Context: an optimization exercise on an open-source flow, tuned for small area. The choices shown serve that exercise and are no tape-out recipe. Where RTL was checked, it was by simulation tests only, not by an equivalence proof against the original. The flow treats the clock pin as an ideal source. Dropping or thinning the clock tree relies on that and would not hold on a real chip. Power figures rest on the tool's default switching activity, not on a simulated workload.

Setup of run A:
==> flow/design.v <==
module term_project_top(
    input        CLK,
    input  [7:0] btn_sw,
    output [7:0] seg_COM,
    output [7:0] seg_DATA,
    output [7:0] led
);
    wire rst = btn_sw[3];
    reg  [2:0] bd;           
    reg  [7:0] value;        
    reg  [3:0] cnt;          
    reg  [4:0] idx;          
    reg  [4:0] rcq;          
    wire [4:0] rc = ~rcq;    
    reg  [7:0] P;            
    reg  [7:0] S0, S1, S2, S3, S4, S5, S6, S7;
    wire zr  = btn_sw[0] & ~bd[0];
    wire orr = btn_sw[1] & ~bd[1];
    wire nr  = btn_sw[2] & ~bd[2];
    wire done = idx[4];                 
    wire off  = done & idx[0];          
    wire acc9 = cnt[3] & cnt[0];        
    wire full = cnt[3] & ~cnt[0];       
    wire shift = (zr | orr) & ~full;
    wire bitv  = ~zr;
    wire [7:0] value_n = off ? 8'd0 : shift ? {value[6:0], bitv} : value;
    wire cap  = acc9 & ~done;           
    wire bph  = idx[3];                 
    wire first = (idx[3:0] == 4'd8);    
    wire [7:0] hsum;
    wire [7:0] mul = bph ? S7 : 8'd1;
    rca8 u_h(.a({P[6:0], 1'b0}), .b({8{bitv}} & mul), .s(hsum), .co());
    wire [7:0] P_h = shift ? hsum : P;
    wire ge10;
    wire step = off & ge10;
    wire [7:0] addend  = done ? 8'hF6 : P_h;
    wire [7:0] acc_sum;
    rca8 u_a(.a((bph && !first) || done ? S0 : 8'd0), .b(addend), .s(acc_sum), .co(ge10));
    wire       t9 = P[3] & P[0] & ge10;
    wire [3:0] tinc;
    inc #(4) u_t(.a(P[3:0]), .ci(ge10), .s(tinc));
    wire [3:0] t1 = t9 ? 4'd0 : tinc;
    wire [1:0] h1;
    inc #(2) u_hh(.a(P[5:4]), .ci(t9), .s(h1));
    wire [4:0] rc_n, idx_n;
    wire [3:0] cnt_i;
    inc #(5) u_rc(.a(rc), .ci(1'b1), .s(rc_n));
    inc #(5) u_ix(.a(idx), .ci(cap | (done & ~idx[0])), .s(idx_n));
    inc #(4) u_cn(.a(cnt & {~acc9, 2'b11, ~acc9}), .ci(shift), .s(cnt_i));
    always @(posedge CLK or posedge rst) begin
        if (rst) begin
            bd    <= 3'd0;
            value <= 8'd0;
            cnt   <= 4'd0;
            idx   <= 5'd0;
            rcq   <= 5'd0;
        end else begin
            bd    <= btn_sw[2:0];
            value <= value_n;
            rcq   <= ~rc_n;
            if (nr && full)
                cnt <= 4'd9;
            else
                cnt <= cnt_i;
            idx   <= idx_n;
        end
    end
    always @(posedge CLK) begin
        if (cap || step) begin
            S0 <= acc_sum;
        end
        if (cap) begin
            S1 <= S0; S2 <= S1; S3 <= S2;
            S4 <= S3; S5 <= S4; S6 <= S5; S7 <= S6;
        end
        if (done) begin
            if (!off)
                P <= 8'd0;
            else
                P <= {2'b00, h1, t1};
        end else if (cap && idx_n[3])
            P <= {7'd0, S6[0] & value_n[0]};
        else
            P <= P_h;
    end
    wire       den = off & ~ge10;
    wire [1:0] s   = rc[3:2];
    wire       on  = den & ~rc[4] & ~(rc[3] & rc[2]);
    reg  [3:0] dig;
    always @(*) begin
        case (s)
            2'd0:    dig = S0[3:0];
            2'd1:    dig = P[3:0];
            default: dig = {2'b00, P[5:4]};
        endcase
    end
    reg [6:0] seg;
    always @(*) begin
        case (dig)
            4'd0: seg = 7'b1111110;
            4'd1: seg = 7'b0110000;
            4'd2: seg = 7'b1101101;
            4'd3: seg = 7'b1111001;
            4'd4: seg = 7'b0110011;
            4'd5: seg = 7'b1011011;
            4'd6: seg = 7'b1011111;
            4'd7: seg = 7'b1110000;
            4'd8: seg = 7'b1111111;
            default: seg = 7'b1111011;
        endcase
    end
    assign seg_DATA = {seg & {7{on}}, 1'b0};
    assign seg_COM  = {5'b11111, ~(on & (s == 2'd2)), ~(on & (s == 2'd1)),
                       ~(on & (s == 2'd0))};
    assign led = value;
endmodule
module rca8(
    input  [7:0] a,
    input  [7:0] b,
    output [7:0] s,
    output       co
);
    wire [8:0] c;
    assign co = c[8];
    assign c[0] = 1'b0;
    genvar i;
    generate
        for (i = 0; i < 8; i = i + 1) begin : g
            assign s[i]   = a[i] ^ b[i] ^ c[i];
            assign c[i+1] = (a[i] & b[i]) | (a[i] & c[i]) | (b[i] & c[i]);
        end
    endgenerate
endmodule
module inc #(parameter W = 4) (
    input  [W-1:0] a,
    input          ci,
    output [W-1:0] s
);
    wire [W:0] c;
    assign c[0] = ci;
    genvar i;
    generate
        for (i = 0; i < W; i = i + 1) begin : g
            assign s[i]   = a[i] ^ c[i];
            assign c[i+1] = a[i] & c[i];
        end
    endgenerate
endmodule
export LEC_CHECK = 0
export CAP_MARGIN = 20
export CORE_MARGIN = 2
export CORE_UTILIZATION = 75
export CTS_BUF_LIST = sky130_fd_sc_hd__clkbuf_8
export SLEW_MARGIN = 20
create_clock -name core_clock -period 12.0 [get_ports {CLK}]
standard.sh (not shown) runs the stock make flow with config.mk's settings and CLKGATE_MAP_FILE= SYNTH_SCRIPT=/design/flow/synth_recipe.tcl, a recipe that flattens the netlist after the stock synthesis.
==> flow/flow/run.sh <==
#!/bin/bash
# Layout flow: the standard ORFS flow (standard.sh), with these changes
# that only affect cell area:
#  - Yosys's abc maps the logic with an area-oriented script (flow/abc_area.script)
#    instead of ORFS's delay-oriented one, and full/half adders are left to abc
#    (no ADDER_MAP_FILE step); flip-flops are mapped by dfflibmap before abc
#    exactly as in the standard synthesis, so the registers are unchanged;
#  - the port buffers are sky130_fd_sc_hd__buf_1 (every port still gets one);
#  - the constant outputs share one tie cell per value (SKIP_REPAIR_TIE_FANOUT);
#  - clock tree synthesis inserts no dummy loads, and flow/clk_merge.tcl then
#    regroups its 8 leaf buffers into 6 compact clusters (see that file).
# Each tool's output goes to the ORFS logs under orfs/logs; make's own output
# goes to flow_make.log here.
set -euo pipefail
W=$PWD
F=$W/flow
{
  cat <<TCL
proc abc {args} {
  set i [lsearch \$args -script]
  if {\$i >= 0} { lset args [expr {\$i + 1}] $F/abc_area.script }
  yosys abc {*}\$args
}
TCL
  cat "$W/synth_recipe.tcl"
} > "$W/area_synth.tcl"
bash "$W/standard.sh" \
  SYNTH_SCRIPT="$W/area_synth.tcl" \
  ADDER_MAP_FILE= \
  BUFFER_PORTS_ARGS="-buffer_cell sky130_fd_sc_hd__buf_1" \
  SKIP_REPAIR_TIE_FANOUT=1 \
  POST_CTS_TCL="$F/clk_merge.tcl" \
  CTS_ARGS="-sink_clustering_enable -repair_clock_nets -dont_use_dummy_load -buf_list sky130_fd_sc_hd__clkbuf_8" \
  finish > "$W/flow_make.log" 2>&1
==> flow/flow/abc_area.script <==
strash
ifraig
resub -K 8 -N 2
rewrite -z
refactor -z
resub -K 10 -N 2
balance
dch -f
amap
topo
Other scripts of this flow, unchanged in this note and not shown: flow/flow/clk_merge.tcl
Run A ended with every stage complete and zero timing, DRC or antenna violations.
diff inputs: run A => run B
==> flow/flow/abc_area.script <==
strash
resub -K 8
rewrite
refactor
balance
resub -K 10 -N 2
rewrite -z
refactor -z
resub -K 12 -N 2
balance
dch -f
amap
topo
-- flow/config.mk --
<<< run A, line 9
export CORE_MARGIN = 2
export CORE_UTILIZATION = 75
export CTS_BUF_LIST = sky130_fd_sc_hd__clkbuf_8
>>> run B, line 9
export CORE_MARGIN = 2
export CORE_UTILIZATION = 40
export CTS_BUF_LIST = sky130_fd_sc_hd__clkbuf_8
Results
Looking only at area growth from synthesis to layout, and setting everything else aside, the higher value of run B and run A goes to run B.
Run B vs run A: die area up by more than half
Multi-input combinational gate total sits lower in run B than in run A.
Changes observed in run B relative to run A: number of cells on the critical path rose 1; total power rose 2.0%; internal power rose 2.5%; post-route worst hold slack rose 7.9 ps.
Taking run A as the reference, in run B clock transition at the registers of the reported paths held; worst slack after detailed placement went up 690 ps; sequential area share after synthesis held.
Setup changes, run B to run C
-- flow/config.mk --
<<< run B, line 7
export LEC_CHECK = 0
export CAP_MARGIN = 20
export CORE_MARGIN = 2
>>> run C, line 7
export LEC_CHECK = 0
export CAP_MARGIN = 0
export CORE_MARGIN = 2
<<< run B, line 11
export CTS_BUF_LIST = sky130_fd_sc_hd__clkbuf_8
export SLEW_MARGIN = 20
>>> run C, line 11
export CTS_BUF_LIST = sky130_fd_sc_hd__clkbuf_8
export GPL_TIMING_DRIVEN = 0
export SLEW_MARGIN = 0
==> comparison <==
Looking at number of cells on the critical path across run C and run B, the one that comes out higher is run B.
Run C vs run B, routed length on met3 went up by about 40%.
Post-placement cell count in run C is 0.61% higher than in run B
After synthesis and placement, the instance count of run C is above that of run B.
Run C vs run B on area added between synthesis and finish: run C is the higher one.
Routed wire length (higher): run B
Against run B, worst hold slack in run C came out worse.
Run C completed; timing, DRC and antenna clean
Run B → run C: final instance area has increased, non-clock buffer count picked up an extra 3, wire length of the first global-routing pass decreased by 3.4% relative to the old numbers, combined global-route utilization of all metal layers moved down.
Relative to run C, the following input files were edited for run D:
-- flow/config.mk --
<<< run C, line 7
export LEC_CHECK = 0
export CAP_MARGIN = 0
export CORE_MARGIN = 2
export CORE_UTILIZATION = 40
export CTS_BUF_LIST = sky130_fd_sc_hd__clkbuf_8
export GPL_TIMING_DRIVEN = 0
export SLEW_MARGIN = 0
>>> run D, line 7
export LEC_CHECK = 0
export CAP_MARGIN = 20
export CORE_MARGIN = 2
export CORE_UTILIZATION = 75
export CTS_BUF_LIST = sky130_fd_sc_hd__clkbuf_8
export SLEW_MARGIN = 20
[summary]
- Final number of hold-violating endpoints came out exactly the same in run D and run C.
- Compared run D vs run C, and pin count of the biggest net entering global routing is up in run D.
- Diff run C -> run D: combinational cell fraction of total power moved up, average wire per cell in the routed design shows an increase of 21%, slew at the pin closest to its max-slew limit now sits lower, clock input transition at the sequential cells of the worst setup and hold paths barely changed.
- Going from run C to run D, the fraction of area in registers was found to have gone up by 1.9 points.
Edits applied to the flow inputs when going from run D to run E:
==> flow/flow/abc_area.script <==
strash
&get -n
&fraig -x
&put
scorr
dc2
strash
dch -f
amap
topo
Findings:
Per the comparison of run E with run D, power share of the clock group now larger, worst path setup slack after routing shrank by 310 ps, routing usage on met3 increased by 1.4 points relative to the old numbers. | worst path required time | run E vs run D | ≈ equal |. When the final numbers for run D and run E were put side by side, the worst hold slack turned out to be greater in run D. Power share of the sequential group up 1.6 points in run E wrt run D. Taking run D as the reference point, the count of non-CTS buffers in the layout of run E rises by about 8%.
The inputs of run F differ from those of run E as listed below.
==> flow/flow/abc_area.script <==
strash
resub -K 8
rewrite
refactor
balance
resub -K 10 -N 2
dch -f
amap
topo
Results
- Where aggregate routed wire length is concerned, run E is outperformed by run F.
- Diff run E -> run F: worst hold slack across all endpoints rose 4.8 ps; leakage power increased by about 1.1% relative to the old numbers.


== run 1 ==
Starts from the design.v that is shown in full above.
Settings: LEC_CHECK=0, CAP_MARGIN=20, CORE_MARGIN=2, CORE_UTILIZATION=40, CTS_BUF_LIST=sky130_fd_sc_hd__clkbuf_8, GPL_TIMING_DRIVEN=0, SLEW_MARGIN=20; clock period 12.0 ns.
Scripts as last shown in full above: flow/flow/run.sh
Other scripts of this flow, unchanged in this note and not shown: flow/flow/abc_area.script, flow/flow/clk_merge.tcl
Relative to run 1, the following input files were edited for run 2:
# run 1
export LEC_CHECK = 0
export CAP_MARGIN = 20
export CORE_MARGIN = 2
export CORE_UTILIZATION = 40
export CTS_BUF_LIST = sky130_fd_sc_hd__clkbuf_8
export GPL_TIMING_DRIVEN = 0
export SLEW_MARGIN = 20
create_clock -name core_clock -period 12.0 [get_ports {CLK}]
# run 2
export LEC_CHECK = 0
export CAP_MARGIN = 0
export CORE_MARGIN = 2
export CORE_UTILIZATION = 75
export CTS_BUF_LIST = sky130_fd_sc_hd__clkbuf_8
export SLEW_MARGIN = 0
create_clock -name core_clock -period 12.0 [get_ports {CLK}]
Findings:
Summary of run 2 over run 1: wire length climbed 280 µm, first-pass GRT wire length climbed 4.3%, amount of wire on met2 after detailed routing climbed 530 µm, core occupancy in the finished layout climbed 38 points, non-clock buffer count dropped about 20%.
Run 2 vs run 1, termination of the worst setup path: seg_DATA[3] vs seg_COM[1]
For run 3, these inputs were changed with respect to run 2:
# run 2
export LEC_CHECK = 0
export CAP_MARGIN = 0
export CORE_MARGIN = 2
export CORE_UTILIZATION = 75
export CTS_BUF_LIST = sky130_fd_sc_hd__clkbuf_8
export SLEW_MARGIN = 0
create_clock -name core_clock -period 12.0 [get_ports {CLK}]
# run 3
export LEC_CHECK = 0
export CAP_MARGIN = 20
export CORE_MARGIN = 2
export CORE_UTILIZATION = 60
export CTS_BUF_LIST = sky130_fd_sc_hd__clkbuf_8
export SLEW_MARGIN = 20
create_clock -name core_clock -period 12.0 [get_ports {CLK}]
Findings:
First-pass GRT wire length ends up lower on run 3. Going from run 2 to run 3, initial standard-cell utilization of the core fell 16 points, met2 track demand over resource in global routing fell 12 points, logic gate share of total power fell 0.9 points. Run 2 → run 3: relative contribution of sequential cells to total power +0.8 points, via count now smaller, non-clock buffer share of cell area +0.34 points, minimum period implied by the final worst setup slack decreased by 0.47 ns relative to the old numbers, number of nets at the end of the flow higher. In the metrics for run 3 and run 2, the one carrying the lower routed wire length is run 3.
Here is what was changed in the inputs of run 4 compared with run 3.
# run 3
export LEC_CHECK = 0
export CAP_MARGIN = 20
export CORE_MARGIN = 2
export CORE_UTILIZATION = 60
export CTS_BUF_LIST = sky130_fd_sc_hd__clkbuf_8
export SLEW_MARGIN = 20
create_clock -name core_clock -period 12.0 [get_ports {CLK}]
# run 4
export LEC_CHECK = 0
export CAP_MARGIN = 20
export CORE_MARGIN = 2
export CORE_UTILIZATION = 85
export CTS_BUF_LIST = sky130_fd_sc_hd__clkbuf_8
export SLEW_MARGIN = 20
create_clock -name core_clock -period 12.0 [get_ports {CLK}]
- Result for run 3 and run 4: all clean
- On flip-flop and latch share of the layout cell area: run 4 sits above run 3.
- In run 4 the layout-stage area growth over the synthesis result turned out 1.2 points lower than in run 3.
- Number of ordinary inverters in the final layout: run 4 vs run 3 identical
- Lower met3 track utilization from global routing among run 3 and run 4: run 3
- Compared with run 3, run 4 shows met2 wirelength from detailed routing higher by 70%.
- Summary — routed wire length, run 4 relative to run 3: higher, by 4.5 mm.
- The die used by run 4 is smaller than the one used by run 3.
- Relative to run 3, run 4 improves core footprint.
- Run 4 vs. run 3: share of total power in the clock network went down by 1.1 points.


term_project_top, a different RTL version from the one above (not shown whole).
For scale: about 97 flip-flops, ~4100 um2 of cells after synthesis.
clock: 12.0 ns
lec_check: 0
cap_margin: 0
core_margin: 2
core_utilization: 40
cts_buf_list: sky130_fd_sc_hd__clkbuf_8
slew_margin: 0
==> flow/flow/run.sh <==
#!/bin/bash
# Layout flow: the standard ORFS flow (standard.sh), with three changes
# that only affect cell area:
#  - Yosys's abc maps the logic with an area-oriented script (flow/abc_area.script)
#    instead of ORFS's delay-oriented one; flip-flops are mapped by dfflibmap before
#    abc exactly as in the standard synthesis, so the registers are unchanged;
#  - the port buffers are sky130_fd_sc_hd__buf_1 (every port still gets one);
#  - clock tree synthesis inserts no dummy loads.
# Each tool's output goes to the ORFS logs under orfs/logs; make's own output
# goes to flow_make.log here.
set -euo pipefail
W=$PWD
F=$W/flow
{
  cat <<TCL
proc abc {args} {
  set i [lsearch \$args -script]
  if {\$i >= 0} { lset args [expr {\$i + 1}] $F/abc_area.script }
  yosys abc {*}\$args
}
TCL
  cat "$W/synth_recipe.tcl"
} > "$W/area_synth.tcl"
bash "$W/standard.sh" \
  SYNTH_SCRIPT="$W/area_synth.tcl" \
  BUFFER_PORTS_ARGS="-buffer_cell sky130_fd_sc_hd__buf_1" \
  CTS_ARGS="-sink_clustering_enable -repair_clock_nets -dont_use_dummy_load -buf_list sky130_fd_sc_hd__clkbuf_8" \
  finish > "$W/flow_make.log" 2>&1
==> flow/flow/abc_area.script <==
strash
dch -f
amap
topo
The starting point finished clean.
Next try:
--- a/flow/flow/run.sh
+++ b/flow/flow/run.sh
@@ -3,6 +3,7 @@
 # that only affect cell area:
 #  - Yosys's abc maps the logic with an area-oriented script (flow/abc_area.script)
-#    instead of ORFS's delay-oriented one; flip-flops are mapped by dfflibmap before
-#    abc exactly as in the standard synthesis, so the registers are unchanged;
+#    instead of ORFS's delay-oriented one, and full/half adders are left to abc
+#    (no ADDER_MAP_FILE step); flip-flops are mapped by dfflibmap before abc
+#    exactly as in the standard synthesis, so the registers are unchanged;
 #  - the port buffers are sky130_fd_sc_hd__buf_1 (every port still gets one);
 #  - clock tree synthesis inserts no dummy loads.
@@ -24,4 +25,5 @@
 bash "$W/standard.sh" \
   SYNTH_SCRIPT="$W/area_synth.tcl" \
+  ADDER_MAP_FILE= \
   BUFFER_PORTS_ARGS="-buffer_cell sky130_fd_sc_hd__buf_1" \
   CTS_ARGS="-sink_clustering_enable -repair_clock_nets -dont_use_dummy_load -buf_list sky130_fd_sc_hd__clkbuf_8" \
==> flow/flow/abc_area.script (replaced) <==
strash
resub -K 8
rewrite
refactor
balance
resub -K 10 -N 2
rewrite -z
refactor -z
resub -K 12 -N 2
balance
dch -f
amap
topo
--- a/flow/config.mk
+++ b/flow/config.mk
@@ -6,7 +6,7 @@
 export NUM_CORES = 4
 export LEC_CHECK = 0
-export CAP_MARGIN = 0
+export CAP_MARGIN = 20
 export CORE_MARGIN = 2
 export CORE_UTILIZATION = 40
 export CTS_BUF_LIST = sky130_fd_sc_hd__clkbuf_8
-export SLEW_MARGIN = 0
+export SLEW_MARGIN = 20
Result: Routed wire length increases by 3.9%; power came out higher by 21%; clock skew went up by 0.0096 ns; non-clock buffer count is unchanged; design area came out lower by 2.4%.
Next try:
--- a/flow/flow/run.sh
+++ b/flow/flow/run.sh
@@ -3,7 +3,6 @@
 # that only affect cell area:
 #  - Yosys's abc maps the logic with an area-oriented script (flow/abc_area.script)
-#    instead of ORFS's delay-oriented one, and full/half adders are left to abc
-#    (no ADDER_MAP_FILE step); flip-flops are mapped by dfflibmap before abc
-#    exactly as in the standard synthesis, so the registers are unchanged;
+#    instead of ORFS's delay-oriented one; flip-flops are mapped by dfflibmap before
+#    abc exactly as in the standard synthesis, so the registers are unchanged;
 #  - the port buffers are sky130_fd_sc_hd__buf_1 (every port still gets one);
 #  - clock tree synthesis inserts no dummy loads.
@@ -25,5 +24,4 @@
 bash "$W/standard.sh" \
   SYNTH_SCRIPT="$W/area_synth.tcl" \
-  ADDER_MAP_FILE= \
   BUFFER_PORTS_ARGS="-buffer_cell sky130_fd_sc_hd__buf_1" \
   CTS_ARGS="-sink_clustering_enable -repair_clock_nets -dont_use_dummy_load -buf_list sky130_fd_sc_hd__clkbuf_8" \
==> flow/flow/abc_area.script (replaced) <==
strash
dch -f
amap
topo
- sequential share of layout area went down by 1.6 points
- clock-buffer cell count is unchanged
- via count falls by 12%
- routed wire length drops by 3.6%
- non-clock buffer count is unchanged
- flip-flop and latch count does not change
- setup slack loses 0.96 ns
- total power drops by 17%
- global-route usage drops by 1.0 points
- synthesized area went up by 2.8%
- hold slack is better by 0.0087 ns
No run of this note included a check of the RTL's function; only the layout flow was run.

-- afterwards: timing with drivers on the ports --
In the flow no input, the clock included, has a driving cell. The finished layouts below were timed again as built, in two steps. Step 1, drivers: a clkbuf_16 drives CLK and a buf_2 each remaining input, both assumed. Step 2 adds t to the input delays and takes it off the output delays; t is the mean of the earliest and latest rising clock arrival at the registers after step 1. Input paths then give back, and output paths get back, about the clock's delay inside the block. Three values: no drivers, after step 1, after step 2; two values: the first two.
run	t, ns	slack for setup (ns)	hold slack, ns
run A	0.448	2.470 / 2.443 / 2.443	0.417 / 0.417 / 0.417
run B	0.456	3.227 / 3.200 / 3.200	0.425 / 0.425 / 0.425
run C	0.450	1.995 / 1.970 / 1.970	0.417 / 0.417 / 0.417
run D	0.433	2.745 / 2.721 / 2.721	0.426 / 0.426 / 0.426
run E	0.445	2.432 / 2.405 / 2.405	0.423 / 0.423 / 0.423
run F	0.430	3.145 / 3.122 / 3.122	0.427 / 0.427 / 0.427
run 1	0.456	2.497 / 2.471 / 2.471	0.419 / 0.419 / 0.419
run 2	0.433	2.775 / 2.750 / 2.750	0.426 / 0.426 / 0.426
run 3	0.448	3.242 / 3.218 / 3.218	0.421 / 0.421 / 0.421
run 4	0.458	1.667 / 1.642 / 1.642	0.426 / 0.426 / 0.426
the first run of note 3	0.380	1.209 / 1.182 / 1.182	0.420 / 0.420 / 0.420
the second run of note 3	0.391	2.636 / 2.614 / 2.614	0.411 / 0.411 / 0.411
the third run of note 3	0.380	1.674 / 1.647 / 1.647	0.420 / 0.420 / 0.420
After both steps every run listed still meets setup and hold.
